This design comes from an exercise in tuning for small area, a short achievable clock period and few clock cycles on the open sky130 flow, not from production work. Only simulation tests tie the RTL to the original design; equivalence was not proved. Power is estimated from default activity; no workload was simulated.

==> flow/design.v (outline; a module is shown in full before it is edited, if it fits) <==
// module element_process: 6090 lines
// module mnist_conv: 210 lines
module mnist_conv (
    input  wire        clk,
    input  wire        reset,
    input  wire        start,
    output wire        done,
    input  wire [11:0] img_base,
    input  wire [11:0] krn_base,
    input  wire [11:0] dst_base,
    output wire [11:0] img_addr,
    input  wire [15:0] img_rdata,
    output wire [11:0] krn_addr,
    input  wire [15:0] krn_rdata,
    output wire [11:0] dst_addr,
    output wire [15:0] dst_wdata,
    output wire        dst_we
);
  // ...
==> flow/flow/run.sh <==
#!/bin/bash
set -euo pipefail
SETUP_MARGIN=5.15
here=$(pwd)
sed 's/yosys synth -nofsm -noshare {\*}\$args/yosys synth -nofsm -noshare -noabc {*}$args/' \
    synth_recipe.tcl > noabc_synth.tcl
grep -q -- '-noshare -noabc' noabc_synth.tcl
sed -e "s|SYNTH_SCRIPT=[^ ]*|SYNTH_SCRIPT=$here/noabc_synth.tcl SETUP_SLACK_MARGIN=$SETUP_MARGIN|" \
    standard.sh > standard_noabc.sh
grep -q "SYNTH_SCRIPT=$here/noabc_synth.tcl SETUP_SLACK_MARGIN=$SETUP_MARGIN" standard_noabc.sh
bash standard_noabc.sh > flow_make.log 2>&1
==> flow/standard.sh <==
#!/bin/bash
# synth_recipe.tcl (not shown) runs the flow's synth.tcl, then flattens the netlist and writes it again
# the make line also repeats each setting of config.mk as NAME=value (left out here)
make -C /OpenROAD-flow-scripts/flow DESIGN_CONFIG=/design/flow/config.mk WORK_HOME=/design/flow/orfs CLKGATE_MAP_FILE= SYNTH_SCRIPT=/design/flow/synth_recipe.tcl "${@:-finish}"
==> flow/config.mk <==
export PLATFORM = sky130hd
export DESIGN_NAME = mnist_conv
export DESIGN_NICKNAME = mnist_conv
export VERILOG_FILES = /design/flow/design.v
export SDC_FILE = /design/flow/constraint.sdc
export NUM_CORES = 4
export LEC_CHECK = 0
export ABC_CLOCK_PERIOD_IN_PS = 3000
export CAP_MARGIN = 20
export CORE_MARGIN = 2
export CORE_UTILIZATION = 55
export SLEW_MARGIN = 20
==> flow/constraint.sdc <==
create_clock -name core_clock -period 8.0 [get_ports {clk}]
set_input_delay 1.6000 -clock core_clock [delete_from_list [all_inputs] [get_ports {clk}]]
set_output_delay 1.6000 -clock core_clock [all_outputs]
set_load 0.01 [all_outputs]
==> results.cfg, run 1 <==
[status]
status = finished clean

[finish]
diodes = 2
largest-register = mac.st1_q
syn_to_final_growth_pct = 14.4
seq_area_share_pct = 34.7
seq_cells = 964
multi_input_cells = 3247
largest_register_ffs = 280
final_util_pct = 63.5
top_regs = mac.st1_q: 280 flops, win: 144 flops
multi_input_area_share_pct = 51.6

[worst_setup_path]
crit_path_end_kind = flip-flop
crit_path_max_fanout = 3
reg2reg_setup_slack_ns = 5.04
crit_end = mac.y[14]
r2r_start = mac.st2_q[9]

[power]
p_int_mw = 9.85
pg_comb_mw = 3.10
power_leader = registers

[route]
wl_met3_um = 22000
wl_per_cell_um = 30.1

[hold_path]
hold_path_startpoint = mv_d[1][1]
holdPathEnd = mv_d[2][1]

[floorplanning]
n_tap_cell = 1265
num_rows = 113

[global_routing]
grt.overflow.total = 0
grt_antenna_before_repair = 8

[yosys]
syn_nets = 5505
ys_warn_count = 12

[place]
hpwl_um = 129000
io_buffers = 124

[sta]
fmax_mhz = 338
Testbench counts, summed over its fixed seeds: cycles 49,392.
==> module mnist_conv, before the edit <==
module mnist_conv (
    input  wire        clk,
    input  wire        reset,
    input  wire        start,
    output wire        done,
    input  wire [11:0] img_base,
    input  wire [11:0] krn_base,
    input  wire [11:0] dst_base,
    output wire [11:0] img_addr,
    input  wire [15:0] img_rdata,
    output wire [11:0] krn_addr,
    input  wire [15:0] krn_rdata,
    output wire [11:0] dst_addr,
    output wire [15:0] dst_wdata,
    output wire        dst_we
);
    localparam PIPE = 3;             
    localparam [11:0] WE_ON  = 12'd26 + PIPE;
    localparam [11:0] WE_OFF = 12'd2054 + PIPE;
    localparam [1:0] MV_R = 2'd0, MV_L = 2'd1, MV_D = 2'd2;
    reg         run, done_r, we_r;
    reg  [11:0] cnt;                 
    reg  [2:0]  ph;                  
    reg  [11:0] ka, ia, da;          
    reg  [15:0] krd_q;               
    reg  [15:0] pix_q, pix_s0, pix_s1;   
    reg         rd_on;               
    assign done     = done_r;
    assign dst_we   = we_r;
    assign krn_addr = ka;
    assign img_addr = ia;
    assign dst_addr = da;
    wire go = start & ~run & ~done_r;    
    always @(posedge clk) begin
        if (reset) begin
            run    <= 1'b0;
            done_r <= 1'b0;
            we_r   <= 1'b0;
            cnt    <= 12'd0;
            ph     <= 3'b001;
            rd_on  <= 1'b0;
        end else begin
            if (go) run <= 1'b1;
            if (run) begin
                cnt <= cnt + 12'd1;
                ph  <= {ph[1:0], ph[2]};
            end else begin
                cnt <= {11'd0, go};
                ph  <= go ? 3'b010 : 3'b001;
            end
            if (run && cnt == 12'd15) rd_on <= 1'b1;
            if (run && cnt == WE_ON) we_r <= 1'b1;
            if (run && cnt == WE_OFF) begin
                we_r   <= 1'b0;
                done_r <= 1'b1;
                run    <= 1'b0;
                rd_on  <= 1'b0;
                cnt    <= 12'd0;
                ph     <= 3'b001;
            end
        end
    end
    localparam [1:0] KD_P9 = 2'd0, KD_M17 = 2'd1, KD_P1 = 2'd2, KD_M18 = 2'd3;
    reg       kstream;
    reg [1:0] kd;
    reg [11:0] kstep;
    always @(*) begin
        case (kd)
            KD_P9:   kstep = 12'd9;
            KD_M17:  kstep = 12'hfef;
            KD_P1:   kstep = 12'd1;
            default: kstep = 12'hfee;
        endcase
    end
    always @(posedge clk) begin
        if (!run) begin
            ka      <= go ? ka + 12'd8 : krn_base;
            kstream <= 1'b0;
            kd      <= KD_P9;                               
        end else begin
            ka <= ka + kstep;
            if (cnt == 12'd23) kstream <= 1'b1;
            if (cnt == 12'd22)
                kd <= KD_P1;                                
            else if (kstream || cnt == 12'd23)
                kd <= ph[2] ? KD_M18 : KD_P9;               
            else
                kd <= ph[1] ? KD_M17 : KD_P9;               
        end
    end
    always @(posedge clk) krd_q <= krn_rdata;
    reg [15:0] ring0 [0:6], ring1 [0:6], ring2 [0:6];
    wire ld0_direct = run && (cnt == 12'd2 || cnt == 12'd3 || cnt == 12'd4);
    wire ld0_add    = run && (cnt == 12'd5 || cnt == 12'd6 || cnt == 12'd7);
    wire [15:0] ring0_sum = ring2[0] + krd_q;
    genvar j;
    generate
        for (j = 0; j < 7; j = j + 1) begin : g_ring
            always @(posedge clk) begin
                ring1[j] <= ring0[j];
                ring2[j] <= ring1[j];
            end
            if (j == 0) begin : g_r0
                always @(posedge clk)
                    ring0[0] <= ld0_add ? ring0_sum : (ld0_direct ? krd_q : ring2[0]);
            end else begin : g_rj
                wire ld = run && (cnt == 3*j+5 || cnt == 3*j+6 || cnt == 3*j+7);
                always @(posedge clk)
                    ring0[j] <= ld ? krd_q : ring2[j];
            end
        end
    endgenerate
    reg  [4:0]  rrow, rpos;
    reg  [1:0]  mv_q;
    reg  [11:0] jmp_q;
    wire        row0     = (rrow == 5'd0);
    wire        row_end  = (rpos == (row0 ? 5'd27 : 5'd25));
    wire [4:0]  n1_row   = row_end ? rrow + 5'd1 : rrow;
    wire        n1_odd   = row_end ? ~rrow[0] : rrow[0];
    wire        n1_first = row_end;                        
    wire        n1_end   = ~row_end & (rpos == (row0 ? 5'd26 : 5'd24));
    wire [1:0]  n1_mv    = n1_first ? MV_D : (n1_odd ? MV_L : MV_R);
    reg  [11:0] n1_jmp;
    always @(*) begin
        if (n1_end)
            n1_jmp = n1_odd ? 12'd28 : 12'd26;                
        else if (n1_odd)                                      
            n1_jmp = n1_first ? 12'hfc5 : 12'hfc7;            
        else
            n1_jmp = 12'hfc9;                                 
    end
    wire [1:0]  mv_cur  = mv_q;
    wire [11:0] ia_step = ph[0] ? jmp_q : (mv_q == MV_D ? 12'd1 : 12'd28);
    always @(posedge clk) begin
        if (!rd_on) begin
            ia    <= img_base;
            rrow  <= 5'd0;
            rpos  <= 5'd0;
            mv_q  <= MV_R;
            jmp_q <= 12'hfc9;
        end else begin
            ia <= ia + ia_step;
            if (ph[0]) begin
                rrow  <= n1_row;
                rpos  <= row_end ? 5'd0 : rpos + 5'd1;
                mv_q  <= n1_mv;
                jmp_q <= n1_jmp;
            end
        end
    end
    always @(posedge clk) begin
        pix_q  <= img_rdata;
        pix_s0 <= pix_q;
        pix_s1 <= pix_s0;
    end
    reg [1:0] mv_d [0:PIPE];
    integer i;
    always @(posedge clk) begin
        mv_d[0] <= (ph[0] & rd_on) ? mv_cur : mv_d[0];
        for (i = 1; i <= PIPE; i = i + 1) mv_d[i] <= mv_d[i-1];
    end
    reg [15:0] win [0:8];
    wire [15:0] nw0 = pix_s1, nw1 = pix_s0, nw2 = pix_q;
    wire [1:0] mv_w = mv_d[0];
    always @(posedge clk) begin
        if (ph[2]) begin
            case (mv_w)
                MV_R: begin
                    win[0] <= win[1]; win[1] <= win[2]; win[2] <= nw0;
                    win[3] <= win[4]; win[4] <= win[5]; win[5] <= nw1;
                    win[6] <= win[7]; win[7] <= win[8]; win[8] <= nw2;
                end
                MV_L: begin
                    win[2] <= win[1]; win[1] <= win[0]; win[0] <= nw0;
                    win[5] <= win[4]; win[4] <= win[3]; win[3] <= nw1;
                    win[8] <= win[7]; win[7] <= win[6]; win[6] <= nw2;
                end
                default: begin
                    win[0] <= win[3]; win[1] <= win[4]; win[2] <= win[5];
                    win[3] <= win[6]; win[4] <= win[7]; win[5] <= win[8];
                    win[6] <= nw0;    win[7] <= nw1;    win[8] <= nw2;
                end
            endcase
        end
    end
    element_process mac (
        .clk(clk),
        .t0(ring0[0]), .t1(ring0[1]), .t2(ring0[2]), .t3(ring0[3]),
        .t4(ring0[4]), .t5(ring0[5]), .t6(ring0[6]), .t7(krd_q),
        .w0(win[0]), .w1(win[1]), .w2(win[2]), .w3(win[3]),
        .w4(win[4]), .w5(win[5]), .w6(win[6]), .w7(win[7]),
        .y(dst_wdata)
    );
    wire [1:0] mv_o = mv_d[PIPE];
    reg [11:0] da_step;
    always @(*) begin
        case (mv_o)
            MV_R:    da_step = 12'd2745;    
            MV_L:    da_step = 12'd2743;    
            default: da_step = 12'd2770;    
        endcase
    end
    wire last_ch = (PIPE % 3 == 0) ? ph[2] : ((PIPE % 3 == 1) ? ph[0] : ph[1]);
    always @(posedge clk) begin
        if (we_r)
            da <= da + (last_ch ? da_step : 12'd676);
        else
            da <= dst_base;
    end
endmodule
==> run 2: changes to the inputs <==
--- a/flow/design.v
+++ b/flow/design.v
@@ -14,17 +14,18 @@
     input  wire [15:0] w3,
     input  wire [15:0] w4,
     input  wire [15:0] w5,
     input  wire [15:0] w6,
     input  wire [15:0] w7,
     output reg  [15:0] y
 );
     reg [279:0] st1_q;
-    reg [40:0] st2_q;
+    reg [55:0] st2_q;
+    reg [31:0] st3_q;
     wire [15:0] fa_x, fa_y;
     wire p0_0_0;
     wire p0_0_1;
     wire p0_0_2;
     wire p0_0_3;
     wire p0_0_4;
     wire p0_0_5;
     wire p0_0_6;
@@ -5977,120 +5978,167 @@
     assign c1715 = (s1608 & s1610) | (c1664 & (s1608 ^ s1610));
     assign s1716 = c1666 ^ c1668 ^ s1671;
     assign c1717 = (c1666 & c1668) | (s1671 & (c1666 ^ c1668));
     assign s1718 = c1670 ^ s1673 ^ s1675;
     assign c1719 = (c1670 & s1673) | (s1675 & (c1670 ^ s1673));
     assign s1720 = c1672 ^ c1674 ^ c1676;
     assign s1721 = s1679 ^ c1678 ^ s1680;
     assign s1722 = s1681 ^ s1682 ^ s1683;
-    assign s1723 = s1627 ^ c1685 ^ s1686;
-    assign c1724 = (s1627 & c1685) | (s1686 & (s1627 ^ c1685));
-    assign s1725 = c1628 ^ s1631 ^ c1687;
-    assign c1726 = (c1628 & s1631) | (c1687 & (c1628 ^ s1631));
-    assign s1727 = c1689 ^ s1690 ^ s1692;
-    assign c1728 = (c1689 & s1690) | (s1692 & (c1689 ^ s1690));
-    assign s1729 = s1639 ^ s1641 ^ c1691;
-    assign c1730 = (s1639 & s1641) | (c1691 & (s1639 ^ s1641));
-    assign s1731 = s1647 ^ c1695 ^ s1696;
-    assign c1732 = (s1647 & c1695) | (s1696 & (s1647 ^ c1695));
-    assign s1733 = s1651 ^ s1653 ^ c1697;
-    assign c1734 = (s1651 & s1653) | (c1697 & (s1651 ^ s1653));
-    assign s1735 = s1700 ^ c1699 ^ s1702;
-    assign c1736 = (s1700 & c1699) | (s1702 & (s1700 ^ c1699));
-    assign s1737 = s1661 ^ c1701 ^ c1703;
-    assign c1738 = (s1661 & c1701) | (c1703 & (s1661 ^ c1701));
-    assign s1739 = c1705 ^ c1707 ^ s1708;
-    assign c1740 = (c1705 & c1707) | (s1708 & (c1705 ^ c1707));
-    assign s1741 = s1677 ^ c1709 ^ s1714;
-    assign c1742 = (s1677 & c1709) | (s1714 & (s1677 ^ c1709));
-    assign s1743 = c1711 ^ s1716 ^ c1713;
-    assign c1744 = (c1711 & s1716) | (c1713 & (c1711 ^ s1716));
-    assign s1745 = c1715 ^ c1717 ^ c1719;
-    assign s1746 = s1720 ^ s1721 ^ s1722;
     always @(posedge clk) st2_q[0] <= st1_q[0];
     always @(posedge clk) st2_q[1] <= st1_q[1];
     always @(posedge clk) st2_q[2] <= s1356;
     always @(posedge clk) st2_q[3] <= s1520;
     always @(posedge clk) st2_q[4] <= c1521;
     always @(posedge clk) st2_q[5] <= s1522;
     always @(posedge clk) st2_q[6] <= s1619;
     always @(posedge clk) st2_q[7] <= s1684;
-    always @(posedge clk) st2_q[8] <= s1723;
-    always @(posedge clk) st2_q[9] <= c1724;
-    always @(posedge clk) st2_q[10] <= s1725;
-    always @(posedge clk) st2_q[11] <= s1688;
-    always @(posedge clk) st2_q[12] <= c1726;
-    always @(posedge clk) st2_q[13] <= s1727;
-    always @(posedge clk) st2_q[14] <= c1728;
-    always @(posedge clk) st2_q[15] <= s1729;
-    always @(posedge clk) st2_q[16] <= c1693;
-    always @(posedge clk) st2_q[17] <= s1694;
-    always @(posedge clk) st2_q[18] <= c1730;
-    always @(posedge clk) st2_q[19] <= s1731;
-    always @(posedge clk) st2_q[20] <= s1698;
-    always @(posedge clk) st2_q[21] <= c1732;
-    always @(posedge clk) st2_q[22] <= s1733;
-    always @(posedge clk) st2_q[23] <= s1735;
-    always @(posedge clk) st2_q[24] <= c1734;
-    always @(posedge clk) st2_q[25] <= c1736;
-    always @(posedge clk) st2_q[26] <= s1737;
-    always @(posedge clk) st2_q[27] <= s1704;
-    always @(posedge clk) st2_q[28] <= s1706;
-    always @(posedge clk) st2_q[29] <= c1738;
-    always @(posedge clk) st2_q[30] <= s1739;
-    always @(posedge clk) st2_q[31] <= s1710;
-    always @(posedge clk) st2_q[32] <= s1712;
-    always @(posedge clk) st2_q[33] <= c1740;
-    always @(posedge clk) st2_q[34] <= s1741;
-    always @(posedge clk) st2_q[35] <= s1743;
-    always @(posedge clk) st2_q[36] <= s1718;
-    always @(posedge clk) st2_q[37] <= c1742;
-    always @(posedge clk) st2_q[38] <= c1744;
-    always @(posedge clk) st2_q[39] <= s1745;
-    always @(posedge clk) st2_q[40] <= s1746;
-    assign s1747 = st2_q[10] ^ st2_q[11] ^ st2_q[9];
-    assign c1748 = (st2_q[10] & st2_q[11]) | (st2_q[9] & (st2_q[10] ^ st2_q[11]));
-    assign s1749 = st2_q[14] ^ st2_q[15] ^ st2_q[16];
-    assign c1750 = (st2_q[14] & st2_q[15]) | (st2_q[16] & (st2_q[14] ^ st2_q[15]));
-    assign s1751 = st2_q[18] ^ st2_q[19] ^ st2_q[20];
-    assign c1752 = (st2_q[18] & st2_q[19]) | (st2_q[20] & (st2_q[18] ^ st2_q[19]));
-    assign s1753 = st2_q[21] ^ st2_q[22] ^ st2_q[23];
-    assign c1754 = (st2_q[21] & st2_q[22]) | (st2_q[23] & (st2_q[21] ^ st2_q[22]));
-    assign s1755 = st2_q[24] ^ st2_q[25] ^ st2_q[26];
-    assign c1756 = (st2_q[24] & st2_q[25]) | (st2_q[26] & (st2_q[24] ^ st2_q[25]));
-    assign s1757 = st2_q[29] ^ st2_q[30] ^ st2_q[31];
-    assign c1758 = (st2_q[29] & st2_q[30]) | (st2_q[31] & (st2_q[29] ^ st2_q[30]));
-    assign s1759 = st2_q[33] ^ st2_q[34] ^ st2_q[35];
-    assign c1760 = (st2_q[33] & st2_q[34]) | (st2_q[35] & (st2_q[33] ^ st2_q[34]));
-    assign s1761 = st2_q[37] ^ st2_q[38] ^ st2_q[39];
-    assign s1762 = st2_q[12] ^ st2_q[13] ^ c1748;
-    assign c1763 = (st2_q[12] & st2_q[13]) | (c1748 & (st2_q[12] ^ st2_q[13]));
-    assign s1764 = st2_q[27] ^ st2_q[28] ^ c1754;
-    assign c1765 = (st2_q[27] & st2_q[28]) | (c1754 & (st2_q[27] ^ st2_q[28]));
-    assign s1766 = st2_q[32] ^ c1756 ^ s1757;
-    assign c1767 = (st2_q[32] & c1756) | (s1757 & (st2_q[32] ^ c1756));
-    assign s1768 = st2_q[36] ^ c1758 ^ s1759;
-    assign c1769 = (st2_q[36] & c1758) | (s1759 & (st2_q[36] ^ c1758));
-    assign s1770 = st2_q[40] ^ c1760 ^ s1761;
-    assign s1771 = st2_q[17] ^ s1749 ^ c1763;
-    assign c1772 = (st2_q[17] & s1749) | (c1763 & (st2_q[17] ^ s1749));
-    assign s1773 = ~(c1750 ^ s1751);
-    assign c1774 = c1750 | s1751;
-    assign s1775 = ~(c1752 ^ s1753);
-    assign c1776 = c1752 | s1753;
-    assign s1777 = ~(s1755 ^ s1764);
-    assign c1778 = s1755 | s1764;
+    always @(posedge clk) st2_q[8] <= c1685;
+    always @(posedge clk) st2_q[9] <= s1686;
+    always @(posedge clk) st2_q[10] <= s1627;
+    always @(posedge clk) st2_q[11] <= c1687;
+    always @(posedge clk) st2_q[12] <= s1688;
+    always @(posedge clk) st2_q[13] <= c1628;
+    always @(posedge clk) st2_q[14] <= s1631;
+    always @(posedge clk) st2_q[15] <= c1689;
+    always @(posedge clk) st2_q[16] <= s1690;
+    always @(posedge clk) st2_q[17] <= s1692;
+    always @(posedge clk) st2_q[18] <= c1691;
+    always @(posedge clk) st2_q[19] <= c1693;
+    always @(posedge clk) st2_q[20] <= s1694;
+    always @(posedge clk) st2_q[21] <= s1639;
+    always @(posedge clk) st2_q[22] <= s1641;
+    always @(posedge clk) st2_q[23] <= c1695;
+    always @(posedge clk) st2_q[24] <= s1696;
+    always @(posedge clk) st2_q[25] <= s1698;
+    always @(posedge clk) st2_q[26] <= s1647;
+    always @(posedge clk) st2_q[27] <= c1697;
+    always @(posedge clk) st2_q[28] <= c1699;
+    always @(posedge clk) st2_q[29] <= s1700;
+    always @(posedge clk) st2_q[30] <= s1702;
+    always @(posedge clk) st2_q[31] <= s1651;
+    always @(posedge clk) st2_q[32] <= s1653;
+    always @(posedge clk) st2_q[33] <= c1701;
+    always @(posedge clk) st2_q[34] <= c1703;
+    always @(posedge clk) st2_q[35] <= s1704;
+    always @(posedge clk) st2_q[36] <= s1706;
+    always @(posedge clk) st2_q[37] <= s1661;
+    always @(posedge clk) st2_q[38] <= c1705;
+    always @(posedge clk) st2_q[39] <= c1707;
+    always @(posedge clk) st2_q[40] <= s1708;
+    always @(posedge clk) st2_q[41] <= s1710;
+    always @(posedge clk) st2_q[42] <= s1712;
+    always @(posedge clk) st2_q[43] <= c1709;
+    always @(posedge clk) st2_q[44] <= c1711;
+    always @(posedge clk) st2_q[45] <= c1713;
+    always @(posedge clk) st2_q[46] <= s1714;
+    always @(posedge clk) st2_q[47] <= s1716;
+    always @(posedge clk) st2_q[48] <= s1718;
+    always @(posedge clk) st2_q[49] <= s1677;
+    always @(posedge clk) st2_q[50] <= c1715;
+    always @(posedge clk) st2_q[51] <= c1717;
+    always @(posedge clk) st2_q[52] <= c1719;
+    always @(posedge clk) st2_q[53] <= s1720;
+    always @(posedge clk) st2_q[54] <= s1721;
+    always @(posedge clk) st2_q[55] <= s1722;
+    assign s1723 = st2_q[10] ^ st2_q[8] ^ st2_q[9];
+    assign c1724 = (st2_q[10] & st2_q[8]) | (st2_q[9] & (st2_q[10] ^ st2_q[8]));
+    assign s1725 = st2_q[11] ^ st2_q[12] ^ st2_q[13];
+    assign c1726 = (st2_q[11] & st2_q[12]) | (st2_q[13] & (st2_q[11] ^ st2_q[12]));
+    assign s1727 = st2_q[15] ^ st2_q[16] ^ st2_q[17];
+    assign c1728 = (st2_q[15] & st2_q[16]) | (st2_q[17] & (st2_q[15] ^ st2_q[16]));
+    assign s1729 = st2_q[18] ^ st2_q[19] ^ st2_q[20];
+    assign c1730 = (st2_q[18] & st2_q[19]) | (st2_q[20] & (st2_q[18] ^ st2_q[19]));
+    assign s1731 = st2_q[23] ^ st2_q[24] ^ st2_q[25];
+    assign c1732 = (st2_q[23] & st2_q[24]) | (st2_q[25] & (st2_q[23] ^ st2_q[24]));
+    assign s1733 = st2_q[27] ^ st2_q[28] ^ st2_q[29];
+    assign c1734 = (st2_q[27] & st2_q[28]) | (st2_q[29] & (st2_q[27] ^ st2_q[28]));
+    assign s1735 = st2_q[30] ^ st2_q[31] ^ st2_q[32];
+    assign c1736 = (st2_q[30] & st2_q[31]) | (st2_q[32] & (st2_q[30] ^ st2_q[31]));
+    assign s1737 = st2_q[33] ^ st2_q[34] ^ st2_q[35];
+    assign c1738 = (st2_q[33] & st2_q[34]) | (st2_q[35] & (st2_q[33] ^ st2_q[34]));
+    assign s1739 = st2_q[38] ^ st2_q[39] ^ st2_q[40];
+    assign c1740 = (st2_q[38] & st2_q[39]) | (st2_q[40] & (st2_q[38] ^ st2_q[39]));
+    assign s1741 = st2_q[43] ^ st2_q[44] ^ st2_q[45];
+    assign c1742 = (st2_q[43] & st2_q[44]) | (st2_q[45] & (st2_q[43] ^ st2_q[44]));
+    assign s1743 = st2_q[46] ^ st2_q[47] ^ st2_q[48];
+    assign c1744 = (st2_q[46] & st2_q[47]) | (st2_q[48] & (st2_q[46] ^ st2_q[47]));
+    assign s1745 = st2_q[50] ^ st2_q[51] ^ st2_q[52];
+    assign s1746 = st2_q[53] ^ st2_q[54] ^ st2_q[55];
+    assign s1747 = st2_q[14] ^ c1724 ^ s1725;
+    assign c1748 = (st2_q[14] & c1724) | (s1725 & (st2_q[14] ^ c1724));
+    assign s1749 = st2_q[21] ^ st2_q[22] ^ c1728;
+    assign c1750 = (st2_q[21] & st2_q[22]) | (c1728 & (st2_q[21] ^ st2_q[22]));
+    assign s1751 = st2_q[26] ^ c1730 ^ s1731;
+    assign c1752 = (st2_q[26] & c1730) | (s1731 & (st2_q[26] ^ c1730));
+    assign s1753 = c1732 ^ s1733 ^ s1735;
+    assign c1754 = (c1732 & s1733) | (s1735 & (c1732 ^ s1733));
+    assign s1755 = st2_q[36] ^ st2_q[37] ^ c1734;
+    assign c1756 = (st2_q[36] & st2_q[37]) | (c1734 & (st2_q[36] ^ st2_q[37]));
+    assign s1757 = st2_q[41] ^ st2_q[42] ^ c1738;
+    assign c1758 = (st2_q[41] & st2_q[42]) | (c1738 & (st2_q[41] ^ st2_q[42]));
+    assign s1759 = st2_q[49] ^ c1740 ^ s1741;
+    assign c1760 = (st2_q[49] & c1740) | (s1741 & (st2_q[49] ^ c1740));
+    assign s1761 = c1742 ^ c1744 ^ s1745;
+    always @(posedge clk) st3_q[0] <= st2_q[0];
+    always @(posedge clk) st3_q[1] <= st2_q[1];
+    always @(posedge clk) st3_q[2] <= st2_q[2];
+    always @(posedge clk) st3_q[3] <= st2_q[3];
+    always @(posedge clk) st3_q[4] <= st2_q[4];
+    always @(posedge clk) st3_q[5] <= st2_q[5];
+    always @(posedge clk) st3_q[6] <= st2_q[6];
+    always @(posedge clk) st3_q[7] <= st2_q[7];
+    always @(posedge clk) st3_q[8] <= s1723;
+    always @(posedge clk) st3_q[9] <= s1747;
+    always @(posedge clk) st3_q[10] <= c1748;
+    always @(posedge clk) st3_q[11] <= c1726;
+    always @(posedge clk) st3_q[12] <= s1727;
+    always @(posedge clk) st3_q[13] <= s1749;
+    always @(posedge clk) st3_q[14] <= s1729;
+    always @(posedge clk) st3_q[15] <= c1750;
+    always @(posedge clk) st3_q[16] <= s1751;
+    always @(posedge clk) st3_q[17] <= c1752;
+    always @(posedge clk) st3_q[18] <= s1753;
+    always @(posedge clk) st3_q[19] <= c1754;
+    always @(posedge clk) st3_q[20] <= s1755;
+    always @(posedge clk) st3_q[21] <= c1736;
+    always @(posedge clk) st3_q[22] <= s1737;
+    always @(posedge clk) st3_q[23] <= c1756;
+    always @(posedge clk) st3_q[24] <= s1757;
+    always @(posedge clk) st3_q[25] <= s1739;
+    always @(posedge clk) st3_q[26] <= c1758;
+    always @(posedge clk) st3_q[27] <= s1759;
+    always @(posedge clk) st3_q[28] <= s1743;
+    always @(posedge clk) st3_q[29] <= c1760;
+    always @(posedge clk) st3_q[30] <= s1761;
+    always @(posedge clk) st3_q[31] <= s1746;
+    assign s1762 = st3_q[10] ^ st3_q[11] ^ st3_q[12];
+    assign c1763 = (st3_q[10] & st3_q[11]) | (st3_q[12] & (st3_q[10] ^ st3_q[11]));
+    assign s1764 = st3_q[19] ^ st3_q[20] ^ st3_q[21];
+    assign c1765 = (st3_q[19] & st3_q[20]) | (st3_q[21] & (st3_q[19] ^ st3_q[20]));
+    assign s1766 = st3_q[23] ^ st3_q[24] ^ st3_q[25];
+    assign c1767 = (st3_q[23] & st3_q[24]) | (st3_q[25] & (st3_q[23] ^ st3_q[24]));
+    assign s1768 = st3_q[26] ^ st3_q[27] ^ st3_q[28];
+    assign c1769 = (st3_q[26] & st3_q[27]) | (st3_q[28] & (st3_q[26] ^ st3_q[27]));
+    assign s1770 = st3_q[29] ^ st3_q[30] ^ st3_q[31];
+    assign s1771 = st3_q[13] ^ st3_q[14] ^ c1763;
+    assign c1772 = (st3_q[13] & st3_q[14]) | (c1763 & (st3_q[13] ^ st3_q[14]));
+    assign s1773 = ~(st3_q[15] ^ st3_q[16]);
+    assign c1774 = st3_q[15] | st3_q[16];
+    assign s1775 = ~(st3_q[17] ^ st3_q[18]);
+    assign c1776 = st3_q[17] | st3_q[18];
+    assign s1777 = ~(st3_q[22] ^ s1764);
+    assign c1778 = st3_q[22] | s1764;
     assign s1779 = ~(c1765 ^ s1766);
     assign c1780 = c1765 | s1766;
     assign s1781 = ~(c1767 ^ s1768);
     assign c1782 = c1767 | s1768;
     assign s1783 = ~(c1769 ^ s1770);
-    assign fa_x = {c1782, c1780, c1778, c1776, c1774, c1772, s1771, s1762, s1747, st2_q[8], st2_q[7], st2_q[6], st2_q[4], st2_q[3], st2_q[2], st2_q[0]};
-    assign fa_y = {s1783, s1781, s1779, s1777, s1775, s1773, 1'b1, 1'b1, 1'b1, 1'b1, 1'b1, 1'b1, st2_q[5], 1'b1, 1'b1, st2_q[1]};
+    assign fa_x = {c1782, c1780, c1778, c1776, c1774, c1772, s1771, s1762, st3_q[9], st3_q[8], st3_q[7], st3_q[6], st3_q[4], st3_q[3], st3_q[2], st3_q[0]};
+    assign fa_y = {s1783, s1781, s1779, s1777, s1775, s1773, 1'b1, 1'b1, 1'b1, 1'b1, 1'b1, 1'b1, st3_q[5], 1'b1, 1'b1, st3_q[1]};
     always @(posedge clk) y <= ~(fa_x + fa_y + 16'd1);
 endmodule
 module mnist_conv (
     input  wire        clk,
     input  wire        reset,
     input  wire        start,
     output wire        done,
     input  wire [11:0] img_base,
@@ -6099,17 +6147,17 @@
     output wire [11:0] img_addr,
     input  wire [15:0] img_rdata,
     output wire [11:0] krn_addr,
     input  wire [15:0] krn_rdata,
     output wire [11:0] dst_addr,
     output wire [15:0] dst_wdata,
     output wire        dst_we
 );
-    localparam PIPE = 3;             
+    localparam PIPE = 4;             
     localparam [11:0] WE_ON  = 12'd26 + PIPE;
     localparam [11:0] WE_OFF = 12'd2054 + PIPE;
     localparam [1:0] MV_R = 2'd0, MV_L = 2'd1, MV_D = 2'd2;
     reg         run, done_r, we_r;
     reg  [11:0] cnt;                 
     reg  [2:0]  ph;                  
     reg  [11:0] ka, ia, da;          
     reg  [15:0] krd_q;               
==> results.cfg, run 2 <==
[status]
status = finished clean

[worst_setup_path]
max_stage_delay_ns = 0.40
crit_path_max_fanout = 2
reg2reg_depth = 4
critical-path-top-delay-family = flip-flops
r2r_start = win[3][6]
cp_data_arrival_time_ns = 1.26
cp_cell_sequence = buf_2
critPathSlowestCell = edfxtp_1
crit_type = flip-flop to output port
worst_ep_required_time_ns = 6.40
startpoint = ka[1]
regToRegEndpoint = mac.st1_q[151]
reg2reg_setup_slack_ns = 5.15
path_depth = 1
cp.buffers_inverters = 1
cp-start-kind = flip-flop
crit_path_end_kind = output port

[route]
drc = 0
met1Wirelength_um = 67600
wl_per_cell_um = 29.8
antenna_left = 0
wl_met3_um = 22200
wl_um = 181000
dr.pass1.iters = 7
detail_route.vias_per_cell = 5.89
drt-initial-drc-count = 3833
top_layer = met5
num_vias = 35800
wl_met2_um = 76700

[finish]
layout_commonest_cell = nand2_1
final_cell_mix = nand2_1, fa_1, dfxtp_1
largest-register = mac.st1_q
fin_cells = 6070
largest_register_ffs = 280
syn_to_final_growth_pct = 13.4
top_regs = mac.st1_q: 280 flops, win: 144 flops
drive_gt1_share_pct = 13.3
nets = 5669

[clocking]
clk_pin_slew_ns = 0.07
clock-sinks = 1013
cts_htree_levels = 3
clk_latency_ns = 0.72
cts_buffer_depth = 3
tritoncts = done
cts-root-buf = clkbuf_16
numCtsBuffers = 106
cts_hold_buffers = 0

[yosys]
synth_ff_type = dfxtp_1
post_synth.cell_area_avg_um2 = 11.7
ys_warn_count = 12
synth_area_leaders = dfxtp_1, fa_1, nand2_1, edfxtp_1, xnor2_1
synth_area_leader_cell = dfxtp_1
yosysMostFrequentCell = nand2_1
yosys-top-cells-count = nand2_1, dfxtp_1, fa_1
netlist.area_leader.share_pct = 32.2
synth_seq_cells = 1013
async_reset_ff_share_pct = 0
netlist_area_mm2 = 0.0536
seq_area_frac_synth_pct = 40.6
ys_types = 67
syn-instance-count = 4583
synth_edf_count = 149
syn_nets = 5552

[global_routing]
grt_pass1_wl_um = 259000
grt_pass1_vias = 37100
grt_antenna_before_repair = 8
grt.overflow.total = 0
groute.usage.overall_pct = 37.2
grt_max_degree = 119

[sta]
period_share_pct = 35.8
finalClockSkew_ns = 0.0357
maxSlewViolCount = 0
hold_viol = 0
slew_headroom_pct = 29.3
setup_tns_ns = 0
setup-violations-final = 0
whs_ns = 0.318
tightest_slew_ns = 1.06
setup_ws_ns = 5.14
rsz0062_at_grt = yes
fmax_mhz = 350
min_period_ns = 2.86

[hold_path]
hold_path_startpoint = ring1[6][14]
hold_path_class = flip-flop to flip-flop
min_delay_path_depth = 0
holdPathEnd = ring2[6][14]

[floorplanning]
num_io_pins = 125
die_h_um = 316
dieArea_mm2 = 0.100
start_util_pct = 55.5
num_rows = 114
die_w_um = 316
core_area_mm2 = 0.0967

[power]
cellLeakagePower_nw = 18.7
power_density_mw_per_mm2 = 222
ir_drop_mv = 0.195

[run]
max_cap_violations = 0

[place]
dp_slack_ns = 4.70
gp_congestion = 1.04
io_buffers = 124
dp.cells = 5776
hpwl_um = 127000
-- run 2: changes by cell type after synthesis, moves of 5 or more --
cell and delta:
nand3_1 +5, mux2_2 +6, dfxtp_1 +49, and2_1 -5, a21oi_1 -14, xor2_1 -7
o31ai_1 -7, nor3_1 +9, a21o_1 -5, inv_1 +13, nand2_1 -12
-- run 2: logic make-up after synthesis --
family	share of synthesized area (%)
adders and majority gates	32.6
AOI/OAI and AO/OA	3.29
xor gates and xnor gates	5.11
and+or+nand+nor	10.5
buffers and inverters	2.39
DFF	40.6
muxes	5.51
-- run 2: where the power goes --
group          switching [mW]  total (mW)  internal, mW
sequential              0.321        5.93          5.61
clock                    2.16        5.30          3.14
combinational            1.23        2.30          1.07
-- run 2: timing repair --
| action | in CTS | in global routing |
|---|---|---|
| cloned | 0 | 1 |
| setup buffers | 64 | 27 |
| pin swaps | 4 | 15 |
| resized for setup | 282 | 64 |
| setup endpoints to repair | 276 | 104 |
| endpoints found under the hold margin | 0 | 0 |
-- run 2: per-layer routing --
metal | GRT usage [%] | up-vias
li1 | - | 14800
met1 | 48.1 | 17900
met2 | 54.7 | 2363
met3 | 11.6 | 749
met4 | 23.4 | 6
met5 | 0 | -
-- run 2: final cells by class --
type | count | area [µm²]
sequential | 1013 | 21900
fill | 7744 | 35900
inverter | 63 | 244
tap | 1276 | 1600
clock inverter | 50 | 696
antenna | 3 | 7.51
timing repair buffer | 285 | 2540
clock buffer | 149 | 3100
multi-input combinational | 3231 | 30800
-- run 2: through the flow --
step	area (µm²)	util (%)	power [mW]
2_1_floorplan	53600	-	7.38
3_3_place_gp	56000	57.9	8.24
3_5_place_dp	56000	57.9	8.27
4_1_cts	60400	62.4	13.6
5_1_grt	60800	62.9	14.1
6_report	60800	62.9	13.5
-- run 2: worst max-delay path by stage --
| stage | slack, ns | to |
|---|---|---|
| final | 5.14 | krn_addr[1] |
| after global routing | 5.07 | krn_addr[1] |
| after CTS | 5.06 | dst_we |
| after detailed placement | 4.70 | ia[10] |
| after global placement | 4.69 | ia[10] |
| after floorplan | 5.17 | ia[9] |
Testbench counts of run 2, summed over its fixed seeds: cycles 49,416.
==> run 3: changes to the inputs <==
--- a/flow/flow/run.sh
+++ b/flow/flow/run.sh
@@ -1,6 +1,6 @@
 #!/bin/bash
 set -euo pipefail
-SETUP_MARGIN=5.15
+SETUP_MARGIN=5.3
 here=$(pwd)
 sed 's/yosys synth -nofsm -noshare {\*}\$args/yosys synth -nofsm -noshare -noabc {*}$args/' \
     synth_recipe.tcl > noabc_synth.tcl
--- a/flow/config.mk
+++ b/flow/config.mk
@@ -9,4 +9,6 @@
 export CAP_MARGIN = 20
 export CORE_MARGIN = 2
 export CORE_UTILIZATION = 55
+export CTS_CLUSTER_DIAMETER = 100
+export CTS_CLUSTER_SIZE = 20
 export SLEW_MARGIN = 20
==> results.cfg, run 3 <==
[finish]
final_cell_mix = nand2_1, fa_1, dfxtp_1
fin_cells = 6046
layout_commonest_cell = nand2_1
largest_register_ffs = 280
drive_gt1_share_pct = 13.9
top_regs = mac.st1_q: 280 flops, win: 144 flops
nets = 5705
final_util_pct = 62.1
syn_to_final_growth_pct = 12.0
largest-register = mac.st1_q
fin_area_mm2 = 0.0601

[worst_setup_path]
cp_data_arrival_time_ns = 1.27
crit_path_end_kind = output port
critical-path-top-delay-family = flip-flops
worst_ep_required_time_ns = 6.40
crit_type = flip-flop to output port
regToRegEndpoint = mac.st1_q[82]
reg2reg_depth = 4
r2r_start = ring0[4][5]
crit_end = krn_addr[2]
cp_cell_sequence = buf_2
path_depth = 1
crit_path_max_fanout = 2
cp-start-kind = flip-flop
cp.buffers_inverters = 1
startpoint = ka[2]
reg2reg_setup_slack_ns = 5.25
critPathSlowestCell = edfxtp_1
max_stage_delay_ns = 0.41

[global_routing]
grt_pass1_vias = 37000
met3_usage_pct = 11.8
grt_max_degree = 126
grt_busiest_layer = met2
grt_pass1_wl_um = 267000
groute.usage.overall_pct = 38.5
grt_antenna_before_repair = 9
grt_use_met1_pct = 49.4
grt.overflow.total = 0
grtUsageMet2_pct = 57.6

[clocking]
cts_buffer_depth = 3
tritoncts = done
cts_htree_levels = 2
cts-root-buf = clkbuf_16
clk_pin_slew_ns = 0.09
clock-sinks = 1013
clk_latency_ns = 0.74
numCtsBuffers = 57

[yosys]
ys_warn_count = 12
syn-instance-count = 4583
syn_nets = 5552
synth_area_leaders = dfxtp_1, fa_1, nand2_1, edfxtp_1, xnor2_1
netlist_area_mm2 = 0.0536
post_synth.cell_area_avg_um2 = 11.7
synth_seq_cells = 1013
synth_area_leader_cell = dfxtp_1
seq_area_frac_synth_pct = 40.6
yosysMostFrequentCell = nand2_1
async_reset_ff_share_pct = 0
ys_types = 67
synth_ff_type = dfxtp_1
netlist.area_leader.share_pct = 32.2
yosys-top-cells-count = nand2_1, dfxtp_1, fa_1
synth_edf_count = 149

[floorplanning]
die_h_um = 316
num_io_pins = 125
dieArea_mm2 = 0.100
start_util_pct = 55.5
num_rows = 114
core_area_mm2 = 0.0967
die_w_um = 316

[route]
drt-initial-drc-count = 4145
wl_um = 189000
drc = 0
detail_route.vias_per_cell = 5.97
num_vias = 36100
wl_per_cell_um = 31.2
antenna_left = 0
dr.pass1.iters = 6

[sta]
fmax_mhz = 349
maxSlewViolCount = 0
hold_viol = 0
rsz0062_at_grt = yes
min_period_ns = 2.87
period_share_pct = 35.8
slew_headroom_pct = 28.3
setup_tns_ns = 0
setup-violations-final = 0
whs_ns = 0.327
finalClockSkew_ns = 0.0677
tightest_slew_ns = 1.08

[hold_path]
hold_path_class = flip-flop to flip-flop

[power]
cellLeakagePower_nw = 18.3
ir_drop_mv = 0.201
power_density_mw_per_mm2 = 191

[place]
hpwl_um = 132000
gp_congestion = 0.990
io_buffers = 124
dp.cells = 5780
placed_area_mm2 = 0.0560

[run]
max_cap_violations = 0

[status]
status = finished clean
-- run 3: cell counts after synthesis --
Identical to the previous run, type by type.
-- run 3: final cells by class --
cell class,instances,area (µm²)
antenna,4,10.0
clock buffer,84,1560
clock inverter,5,68.8
fill,7822,36600
inverter,63,249
multi-input combinational,3231,30900
sequential,1013,21900
tap,1276,1600
timing repair buffer,370,3780
-- run 3: worst min-delay path by stage --
stage | start | end | slack (ns) | depth (start not counted)
6_report | ring1[4][2] | ring2[4][2] | 0.33 | 0
5_1_grt | ring1[3][10] | ring2[3][10] | 0.33 | 0
4_1_cts | ring1[5][5] | ring2[5][5] | 0.33 | 0
3_5_place_dp | mac.st2_q[2] | mac.st3_q[2] | 0.31 | 0
3_3_place_gp | ring1[0][5] | ring2[0][5] | 0.31 | 0
2_1_floorplan | mac.st1_q[0] | mac.st2_q[0] | 0.31 | 0
-- run 3: worst register-to-register path: stages, from the launching register on --
cell     delay [ns]
dfxtp_2        0.74
nand2_1        0.33
fa_1           0.56
fa_1           0.56
fa_1           0.41
-- run 3: logic make-up (layout without fill, tap and decap cells) --
group                    after synthesis  after routing  synth area share [%]
AND/OR/NAND/NOR                     1438           1438                  10.5
flip-flops                          1013           1013                  40.6
adder cells (fa/ha/maj)              898            898                  32.6
buffers and inverters                339            522                  2.39
XOR/XNOR                             313            313                  5.11
AO/OA/AOI/OAI                        303            303                  3.29
multiplexers                         279            279                  5.51
other                                  0              4                     0
-- run 3: layer usage --
layer  vias up  part of all wire, %
li1      14800                    -
met1     18200                   37
met2      2351                   43
met3       729                   12
met4         4                  7.8
met5         -                0.022
-- run 3: timing repair --
action                                 in CTS  in global routing
cloned                                      1                  1
hold buffers                                0                  0
endpoints found under the hold margin       0                  0
buffers inserted                          136                 35
resized for setup                         388                 85
pin swaps                                  19                 51
setup endpoints to repair                 332                188
-- run 3: metrics by stage --
stage | power (mW) | setup slack [ns]
after floorplan | 7.38 | 5.31
after global placement | 8.24 | 4.79
after detailed placement | 8.29 | 4.81
after CTS | 11.5 | 5.09
after global routing | 12.0 | 5.08
final | 11.5 | 5.13
-- run 3: power breakdown --
| part | switching, mW | total, mW | internal [mW] |
|---|---|---|---|
| clock network | 1.75 | 3.11 | 1.36 |
| registers | 0.328 | 5.93 | 5.61 |
| logic | 1.27 | 2.42 | 1.15 |
==> run 4: changes to the inputs <==
--- a/flow/flow/run.sh
+++ b/flow/flow/run.sh
@@ -1,6 +1,6 @@
 #!/bin/bash
 set -euo pipefail
-SETUP_MARGIN=5.3
+SETUP_MARGIN=5.15
 here=$(pwd)
 sed 's/yosys synth -nofsm -noshare {\*}\$args/yosys synth -nofsm -noshare -noabc {*}$args/' \
     synth_recipe.tcl > noabc_synth.tcl
==> results.cfg, run 4 <==
[yosys]
synth_area_leader_cell = dfxtp_1
ys_types = 67
ys_warn_count = 12
synth_seq_cells = 1013
yosysMostFrequentCell = nand2_1
post_synth.cell_area_avg_um2 = 11.7
yosys-top-cells-count = nand2_1, dfxtp_1, fa_1
synth_edf_count = 149
netlist_area_mm2 = 0.0536
netlist.area_leader.share_pct = 32.2
seq_area_frac_synth_pct = 40.6
async_reset_ff_share_pct = 0
syn_nets = 5552
synth_area_leaders = dfxtp_1, fa_1, nand2_1, edfxtp_1, xnor2_1
synth_ff_type = dfxtp_1
syn-instance-count = 4583

[sta]
setup_tns_ns = 0
maxSlewViolCount = 0
whs_ns = 0.327
fmax_mhz = 347
setup-violations-final = 0
tightest_slew_ns = 1.07
rsz0062_at_grt = yes
period_share_pct = 36.0
slew_headroom_pct = 28.8
hold_viol = 0
min_period_ns = 2.88
finalClockSkew_ns = 0.0365

[hold_path]
holdPathEnd = ring2[4][12]
min_delay_path_depth = 0
hold_path_class = flip-flop to flip-flop
hold_path_startpoint = ring1[4][12]

[route]
num_vias = 35600
wl_um = 180000
detail_route.vias_per_cell = 5.97
wl_per_cell_um = 30.1
drc = 0
drt-initial-drc-count = 3696
dr.pass1.iters = 6
antenna_left = 0

[global_routing]
grt_pass1_wl_um = 256000
groute.usage.overall_pct = 36.8
grt_antenna_before_repair = 6
grt_pass1_vias = 36500
grt.overflow.total = 0
grt_max_degree = 119

[finish]
drive_gt1_share_pct = 11.3
top_regs = mac.st1_q: 280 flops, win: 144 flops
largest_register_ffs = 280
syn_to_final_growth_pct = 9.48
largest-register = mac.st1_q
layout_commonest_cell = nand2_1
ff_latch_area_mm2 = 0.0219
final_cell_mix = nand2_1, fa_1, dfxtp_1
multi_input_area_mm2 = 0.0308
nets = 5622
num-fill-cells = 7978

[worst_setup_path]
cp_cell_sequence = buf_2
reg2reg_setup_slack_ns = 5.14
critical-path-top-delay-family = flip-flops
crit_path_max_fanout = 2
r2r_start = win[5][9]
crit_type = flip-flop to output port
regToRegEndpoint = mac.st1_q[242]
max_stage_delay_ns = 0.41
cp.buffers_inverters = 1
reg2reg_depth = 4
cp-start-kind = flip-flop
critPathSlowestCell = edfxtp_1
crit_path_end_kind = output port
cp_data_arrival_time_ns = 1.28
worst_ep_required_time_ns = 6.40

[place]
io_buffers = 124
gp_congestion = 1.04
hpwl_um = 127000

[power]
ir_drop_mv = 0.175
power_density_mw_per_mm2 = 194
cellLeakagePower_nw = 17.7

[floorplanning]
dieArea_mm2 = 0.100
die_w_um = 316
num_io_pins = 125
die_h_um = 316
start_util_pct = 55.5
num_rows = 114
core_area_mm2 = 0.0967

[clocking]
clock-sinks = 1013
clk_pin_slew_ns = 0.09
cts_htree_levels = 2
tritoncts = done
cts_buffer_depth = 3
numCtsBuffers = 58
clk_latency_ns = 0.73
cts_hold_buffers = 0
cts-root-buf = clkbuf_16

[run]
max_cap_violations = 0

[status]
status = finished clean
## run 4: area by class of cell
| type | count | share of cell area, % |
|---|---|---|
| diodes | 4 | 0.0170 |
| clock buffers | 85 | 2.70 |
| clock inverters | 7 | 0.183 |
| inverters | 63 | 0.411 |
| multi-input cells | 3231 | 52.4 |
| flip-flops and latches | 1013 | 37.3 |
| well taps | 1276 | 2.72 |
| repair buffers | 286 | 4.30 |
## run 4: timing repair
action | in CTS | in global routing
gates resized for setup | 303 | 47
pin swaps | 4 | 17
buffers inserted | 69 | 22
endpoints found under the setup margin | 285 | 100
gates cloned | 0 | 1
## run 4: through the flow
stage               setup slack, ns  instance area, µm²  total power, mW  utilization (%)  instances
finish                         5.12               58700             11.4             60.7       5965
global route                   5.06               58700             12.0             60.7       5961
CTS                            5.07               58300             11.4             60.3       5937
detailed placement             4.70               56000             8.27             57.9       5776
global placement               4.69               56000             8.24             57.9       5776
floorplan                      5.17               53600             7.38                -       4583
## run 4: cell families (layout without fill, tap and decap cells)
kind of cell | Yosys count | in the layout | synth area share, %
simple gates | 1438 | 1438 | 10.5
buf+inv | 339 | 441 | 2.39
mux | 279 | 279 | 5.51
compound gates | 303 | 303 | 3.29
xor+xnor | 313 | 313 | 5.11
other cells | 0 | 4 | 0
flops | 1013 | 1013 | 40.6
fa+ha+maj | 898 | 898 | 32.6
## run 4: power breakdown
part | switching, mW | total (mW) | internal, mW
Clock | 1.76 | 3.15 | 1.39
Combinational | 1.24 | 2.30 | 1.07
Sequential | 0.316 | 5.92 | 5.60
## run 4: layer usage
| metal | wire length, µm | part of all wire (%) | track usage (%) |
|---|---|---|---|
| met4 | 14400 | 8.0 | 23.6 |
| met2 | 76100 | 42 | 53.9 |
| met5 | 13 | 0.0072 | 0 |
| met1 | 67100 | 37 | 47.5 |
| met3 | 22000 | 12 | 11.9 |
## run 4: worst max path at each step
| stage | startpoint | depth (start not counted) | to | slack [ns] |
|---|---|---|---|---|
| floorplan | ph[0] | 13 | ia[9] | 5.17 |
| global placement | ph[0] | 13 | ia[10] | 4.69 |
| detailed placement | ph[0] | 13 | ia[10] | 4.70 |
| CTS | ka[1] | 1 | krn_addr[1] | 5.07 |
| global route | ka[1] | 1 | krn_addr[1] | 5.06 |
| finish | ka[1] | 1 | krn_addr[1] | 5.12 |
==> run 5: changes to the inputs <==
--- a/flow/design.v
+++ b/flow/design.v
@@ -6212,7 +6212,7 @@
     end
     always @(posedge clk) begin
         if (!run) begin
-            ka      <= go ? ka + 12'd8 : krn_base;
+            ka      <= go ? krn_base + 12'd8 : krn_base;
             kstream <= 1'b0;
             kd      <= KD_P9;                               
         end else begin
@@ -6228,8 +6228,15 @@
     end
     always @(posedge clk) krd_q <= krn_rdata;
     reg [15:0] ring0 [0:6], ring1 [0:6], ring2 [0:6];
-    wire ld0_direct = run && (cnt == 12'd2 || cnt == 12'd3 || cnt == 12'd4);
-    wire ld0_add    = run && (cnt == 12'd5 || cnt == 12'd6 || cnt == 12'd7);
+    reg       ld0_direct, ld0_add;
+    reg [6:1] ld_q;
+    integer m;
+    always @(posedge clk) begin
+        ld0_direct <= run && (cnt == 12'd1 || cnt == 12'd2 || cnt == 12'd3);
+        ld0_add    <= run && (cnt == 12'd4 || cnt == 12'd5 || cnt == 12'd6);
+        for (m = 1; m < 7; m = m + 1)
+            ld_q[m] <= run && (cnt == 3*m+4 || cnt == 3*m+5 || cnt == 3*m+6);
+    end
     wire [15:0] ring0_sum = ring2[0] + krd_q;
     genvar j;
     generate
@@ -6242,9 +6249,8 @@
                 always @(posedge clk)
                     ring0[0] <= ld0_add ? ring0_sum : (ld0_direct ? krd_q : ring2[0]);
             end else begin : g_rj
-                wire ld = run && (cnt == 3*j+5 || cnt == 3*j+6 || cnt == 3*j+7);
                 always @(posedge clk)
-                    ring0[j] <= ld ? krd_q : ring2[j];
+                    ring0[j] <= ld_q[j] ? krd_q : ring2[j];
             end
         end
     endgenerate
==> results.cfg, run 5 <==
[status]
status = finished clean

[finish]
top_regs = mac.st1_q: 280 flops, win: 144 flops
syn_to_final_growth_pct = 9.52
num-fill-cells = 7946
final_cell_mix = nand2_1, fa_1, dfxtp_1
largest-register = mac.st1_q
diodes = 0
largest_register_ffs = 280
layout_commonest_cell = nand2_1
final_util_pct = 60.8
drive_gt1_share_pct = 10.7
nets = 5648

[clocking]
cts-root-buf = clkbuf_16
clk_latency_ns = 0.71
clk_pin_slew_ns = 0.10
tritoncts = done
cts_buffer_depth = 3
clock-sinks = 1021
numCtsBuffers = 58
cts_htree_levels = 2

[worst_setup_path]
critPathSlowestCell = edfxtp_1
cp-start-kind = flip-flop
crit_path_max_fanout = 10
reg2reg_depth = 4
cp.buffers_inverters = 0
r2r_start = win[4][9]
crit_path_end_kind = flip-flop
reg2reg_setup_slack_ns = 5.14
crit_path_frequent_cell = fa_1
cp_data_arrival_time_ns = 3.41
max_stage_delay_ns = 0.95
critical-path-top-delay-family = adder cells
cp_cell_sequence = nand2_1, fa_1, fa_1, fa_1
regToRegEndpoint = mac.st1_q[102]
crit_type = flip-flop to flip-flop
worst_ep_required_time_ns = 8.55

[route]
num_vias = 35500
detail_route.vias_per_cell = 5.94
antenna_left = 0
drc = 0
wl_per_cell_um = 30.4
drt-initial-drc-count = 3797
wl_um = 182000
dr.pass1.iters = 5

[floorplanning]
num_rows = 114
num_io_pins = 125
die_h_um = 317
start_util_pct = 55.5
dieArea_mm2 = 0.100
core_area_mm2 = 0.0969
die_w_um = 317

[yosys]
synth_seq_cells = 1021
synth_area_leaders = dfxtp_1, fa_1, nand2_1, edfxtp_1, xnor2_1
synth_area_leader_cell = dfxtp_1
syn_nets = 5574
netlist_area_mm2 = 0.0538
ys_warn_count = 12
async_reset_ff_share_pct = 0
ys_types = 60
syn-instance-count = 4605
yosys-top-cells-count = nand2_1, dfxtp_1, fa_1
synth_ff_type = dfxtp_1
netlist.area_leader.share_pct = 32.6
post_synth.cell_area_avg_um2 = 11.7
seq_area_frac_synth_pct = 40.7
yosysMostFrequentCell = nand2_1
synth_edf_count = 146

[global_routing]
grt_pass1_wl_um = 260000
groute.usage.overall_pct = 37.4
grt_antenna_before_repair = 8
grt_max_degree = 257
grt_pass1_vias = 36700
grt.overflow.total = 0

[power]
switching_share_pct = 31.3
power.switching_mw = 3.95
ir_drop_mv = 0.183
power_density_mw_per_mm2 = 214
cellLeakagePower_nw = 18.9
clkPwrFrac_pct = 25.1
p_int_mw = 8.67
seqPwrFrac_pct = 49.0
combinationalPowerShare_pct = 25.9

[sta]
min_period_ns = 2.86
fmax_mhz = 349
setup_tns_ns = 0
maxSlewViolCount = 0
finalClockSkew_ns = 0.0388
period_share_pct = 35.8
setup-violations-final = 0
rsz0062_at_grt = yes
tightest_slew_ns = 1.07
slew_headroom_pct = 28.6
hold_viol = 0

[place]
gp_congestion = 1.01
io_buffers = 124
hpwl_um = 130000

[hold_path]
hold_path_class = flip-flop to flip-flop
min_delay_path_depth = 0
holdPathEnd = ring2[3][8]
hold_path_startpoint = ring1[3][8]

[run]
max_cap_violations = 0
==> run 5: cells by family after synthesis <==
group,after synthesis,synth area share (%)
AOI/OAI and AO/OA,314,3.41
xor gates and xnor gates,310,5.05
adders and majority gates,898,32.5
buffers and inverters,336,2.35
DFF,1021,40.7
muxes,267,5.27
and+or+nand+nor,1459,10.7
==> run 5: power groups by stage <==
stage	Combinational, mW	Clock, mW	Sequential (mW)
finish	3.26	3.17	6.18
global route	3.63	3.39	6.24
CTS	3.28	3.22	6.18
detailed placement	3.25	0	6.32
global placement	3.19	0	6.31
floorplan	2.09	0	6.14
==> run 5: metrics by stage <==
| stage | instances | hold slack (ns) | area, µm² | total power, mW | setup WS [ns] |
|---|---|---|---|---|---|
| after CTS | 5972 | 0.326 | 58700 | 12.7 | 5.02 |
| final | 5987 | 0.324 | 58900 | 12.6 | 5.14 |
| after global routing | 5987 | 0.330 | 58900 | 13.3 | 5.04 |
| after global placement | 5797 | 0.310 | 56100 | 9.50 | 4.40 |
| after floorplan | 4605 | 0.310 | 53800 | 8.22 | 5.31 |
| after detailed placement | 5797 | 0.312 | 56100 | 9.57 | 4.36 |
==> run 5: layer usage <==
metal	GRT usage (%)	vias up	wire length [µm]
met5	0	-	24
met4	20.5	4	12300
met3	9.70	532	20700
met2	55.7	2241	78500
met1	50.2	18000	70700
li1	-	14700	-
==> run 5: worst max path at each step <==
stage | from | to | depth (start not counted)
floorplan | kd[1] | ka[11] | 10
global placement | ph[0] | ia[10] | 11
detailed placement | ph[0] | ia[10] | 11
CTS | we_r | dst_we | 1
global route | ph[0] | ia[10] | 11
finish | win[4][9] | mac.st1_q[102] | 4
==> run 5: repair_timing <==
item	CTS	global route
hold buffers	0	0
gates resized for setup	276	26
buffers inserted	83	15
endpoints found under the hold margin	0	0
pin swaps	0	3
setup endpoints to repair	283	64
==> run 5: area by class of cell <==
| cell class | instances | area [µm²] | area share [%] |
|---|---|---|---|
| clock buffers | 89 | 1660 | 2.82 |
| well taps | 1276 | 1600 | 2.71 |
| inverters | 57 | 215 | 0.365 |
| flip-flops and latches | 1021 | 22000 | 37.4 |
| multi-input cells | 3248 | 30700 | 52.1 |
| clock inverters | 3 | 38.8 | 0.0659 |
| repair buffers | 293 | 2700 | 4.59 |
Testbench counts of run 5, summed over its fixed seeds: cycles 49,416.
==> run 6: changes to the inputs <==
--- a/flow/config.mk
+++ b/flow/config.mk
@@ -8,7 +8,7 @@
 export ABC_CLOCK_PERIOD_IN_PS = 3000
 export CAP_MARGIN = 20
 export CORE_MARGIN = 2
-export CORE_UTILIZATION = 55
+export CORE_UTILIZATION = 65
 export CTS_CLUSTER_DIAMETER = 100
 export CTS_CLUSTER_SIZE = 20
 export SLEW_MARGIN = 20
==> results.cfg, run 6 <==
[sta]
whs_ns = 0.312
setup-violations-final = 0
min_period_ns = 2.90
setup_tns_ns = 0
fmax_mhz = 345
maxSlewViolCount = 0
period_share_pct = 36.2
tightest_slew_ns = 1.09
rsz0062_at_grt = yes
slew_headroom_pct = 27.1
hold_viol = 0
finalClockSkew_ns = 0.0359

[yosys]
netlist.area_leader.share_pct = 32.6
ys_warn_count = 12
ys_types = 60
yosys-top-cells-count = nand2_1, dfxtp_1, fa_1
syn-instance-count = 4605
synth_ff_type = dfxtp_1
synth_area_leaders = dfxtp_1, fa_1, nand2_1, edfxtp_1, xnor2_1
synth_edf_count = 146
yosysMostFrequentCell = nand2_1
synth_seq_cells = 1021
async_reset_ff_share_pct = 0
seq_area_frac_synth_pct = 40.7
synth_area_leader_cell = dfxtp_1
syn_nets = 5574
post_synth.cell_area_avg_um2 = 11.7
netlist_area_mm2 = 0.0538

[route]
drt-initial-drc-count = 4097
drc = 0
wl_um = 178000
dr.pass1.iters = 8
num_vias = 36400
detail_route.vias_per_cell = 6.31
antenna_left = 0
wl_per_cell_um = 30.9

[worst_setup_path]
cp-start-kind = flip-flop
cp_data_arrival_time_ns = 3.43
crit_path_max_fanout = 12
crit_path_end_kind = flip-flop
crit_type = flip-flop to flip-flop
worst_ep_required_time_ns = 8.54

[global_routing]
grt_max_degree = 97
grt_busiest_layer = met2
grt_pass1_wl_um = 256000
met3_usage_pct = 15.6
groute.usage.overall_pct = 42.7
grt.overflow.total = 0
grtUsageMet2_pct = 61.2
grt_antenna_before_repair = 4
grt_use_met1_pct = 55.1
grt_pass1_vias = 37400

[place]
gp_congestion = 1.02
placed_area_mm2 = 0.0558
io_buffers = 124
hpwl_um = 126000

[clocking]
tritoncts = done
clk_pin_slew_ns = 0.09
clock-sinks = 1021
cts_htree_levels = 2
clk_latency_ns = 0.68
cts-root-buf = clkbuf_16
numCtsBuffers = 58
cts_buffer_depth = 3

[finish]
final_cell_mix = nand2_1, fa_1, dfxtp_1
drive_gt1_share_pct = 10.2
layout_commonest_cell = nand2_1
final_util_pct = 71.4
top_regs = mac.st1_q: 280 flops, win: 144 flops
largest-register = mac.st1_q
syn_to_final_growth_pct = 8.91
largest_register_ffs = 280
nets = 5630
fin_area_mm2 = 0.0586
num-fill-cells = 5908

[floorplanning]
die_w_um = 292
start_util_pct = 65.6
dieArea_mm2 = 0.0850
die_h_um = 292
core_area_mm2 = 0.0820
num_rows = 105
num_io_pins = 125

[power]
power_density_mw_per_mm2 = 216
totalPowerFinal_mw = 12.6
ir_drop_mv = 0.238
cellLeakagePower_nw = 18.8

[hold_path]
hold_path_class = flip-flop to flip-flop

[status]
status = finished clean

[run]
max_cap_violations = 0
==> run 6: cell counts after synthesis <==
Identical to the previous run, type by type.
==> run 6: cell families after synthesis <==
family          after synthesis  share of synthesized area, %
compound gates              314                          3.41
xor+xnor                    310                          5.05
fa+ha+maj                   898                          32.5
buf+inv                     336                          2.35
flops                      1021                          40.7
mux                         267                          5.27
simple gates               1459                          10.7
==> run 6: metal layers <==
| metal | vias to the layer above | routed length (µm) |
|---|---|---|
| met5 | - | 50 |
| met1 | 18000 | 63100 |
| met2 | 2804 | 74300 |
| li1 | 14700 | - |
| met4 | 8 | 15400 |
| met3 | 870 | 25500 |
==> run 6: repair_timing <==
item | CTS | global route
pin swaps | 0 | 4
buffers inserted | 55 | 26
hold buffers | 0 | 0
hold endpoints to repair | 0 | 0
setup endpoints to repair | 251 | 178
resized for setup | 219 | 45
==> run 6: where the power goes <==
part / total [mW] / switching (mW) / internal (mW) / leakage (nW)
Sequential: 6.20 / 0.427 / 5.77 / 8.51
Combinational: 3.34 / 1.84 / 1.49 / 9.47
Clock: 3.10 / 1.72 / 1.37 / 0.794
==> run 6: path summary, 6_finish.rpt <==
kind,slack (ns),depth (start not counted),start,to
worst max register to register,5.10,4,win[3][6],mac.st1_q[81]
worst max-delay path,5.10,4,win[3][6],mac.st1_q[81]
worst min register to register,0.31,0,ring1[3][1],ring2[3][1]
worst min-delay path,0.31,0,ring1[3][1],ring2[3][1]
==> run 6: worst max-delay path: stages (launching register included) <==
cell	delay, ns
edfxtp_1	1.00
nand2_1	0.19
fa_1	0.60
fa_1	0.44
fa_1	0.52
==> run 6: per-stage QoR <==
step,worst slack (ns),std cells
6_report,5.10,5770
5_1_grt,5.09,5766
4_1_cts,5.09,5740
3_5_place_dp,4.43,5590
3_3_place_gp,4.50,5590
2_1_floorplan,5.31,4605
==> run 6: area by class of cell <==
cell class / instances / area, µm² / share of cell area, %
Tap cell: 1070 / 1340 / 2.29
Multi-Input combinational cell: 3248 / 30700 / 52.4
Sequential cell: 1021 / 22000 / 37.6
Clock buffer: 89 / 1580 / 2.69
Timing Repair Buffer: 275 / 2650 / 4.53
Clock inverter: 6 / 77.6 / 0.132
Antenna cell: 4 / 10.0 / 0.0171
Inverter: 57 / 216 / 0.370

## port drivers added, routing unchanged
Ports are ideal in the flow. The routed layouts listed here were re-timed in OpenROAD.
Step 1, drivers: a clkbuf_16 drives clk and a buf_2 each remaining input, both assumed.
Step 2 also shifts input and output timing later by t, the mid clock arrival at the registers, as if the neighbouring blocks saw the same clock.
Three values: no drivers, after step 1, after step 2; two values: the first two.
run	t, ns	slack for setup (ns)	hold WS [ns]	worst slew at a driven data input, ns	cell pins on the clock port's net
run 1	0.774	5.043 / 5.043 / 4.934	0.317 / 0.317 / 0.317	0.06	1
run 2	0.772	5.140 / 5.070 / 4.711	0.318 / 0.318 / 0.318	0.08	1
run 3	0.788	5.132 / 5.054 / 4.767	0.327 / 0.327 / 0.327	0.07	1
run 4	0.785	5.117 / 5.047 / 4.707	0.327 / 0.327 / 0.327	0.08	1
run 5	0.760	5.138 / 5.126 / 4.738	0.324 / 0.324 / 0.324	0.09	1
run 6	0.729	5.103 / 5.103 / 4.690	0.312 / 0.312 / 0.312	0.08	1
After both steps setup and hold are still met in every run listed. The setup slack of run 2, which loses most, moves by -0.070 ns with the drivers and by -0.429 ns with both steps.
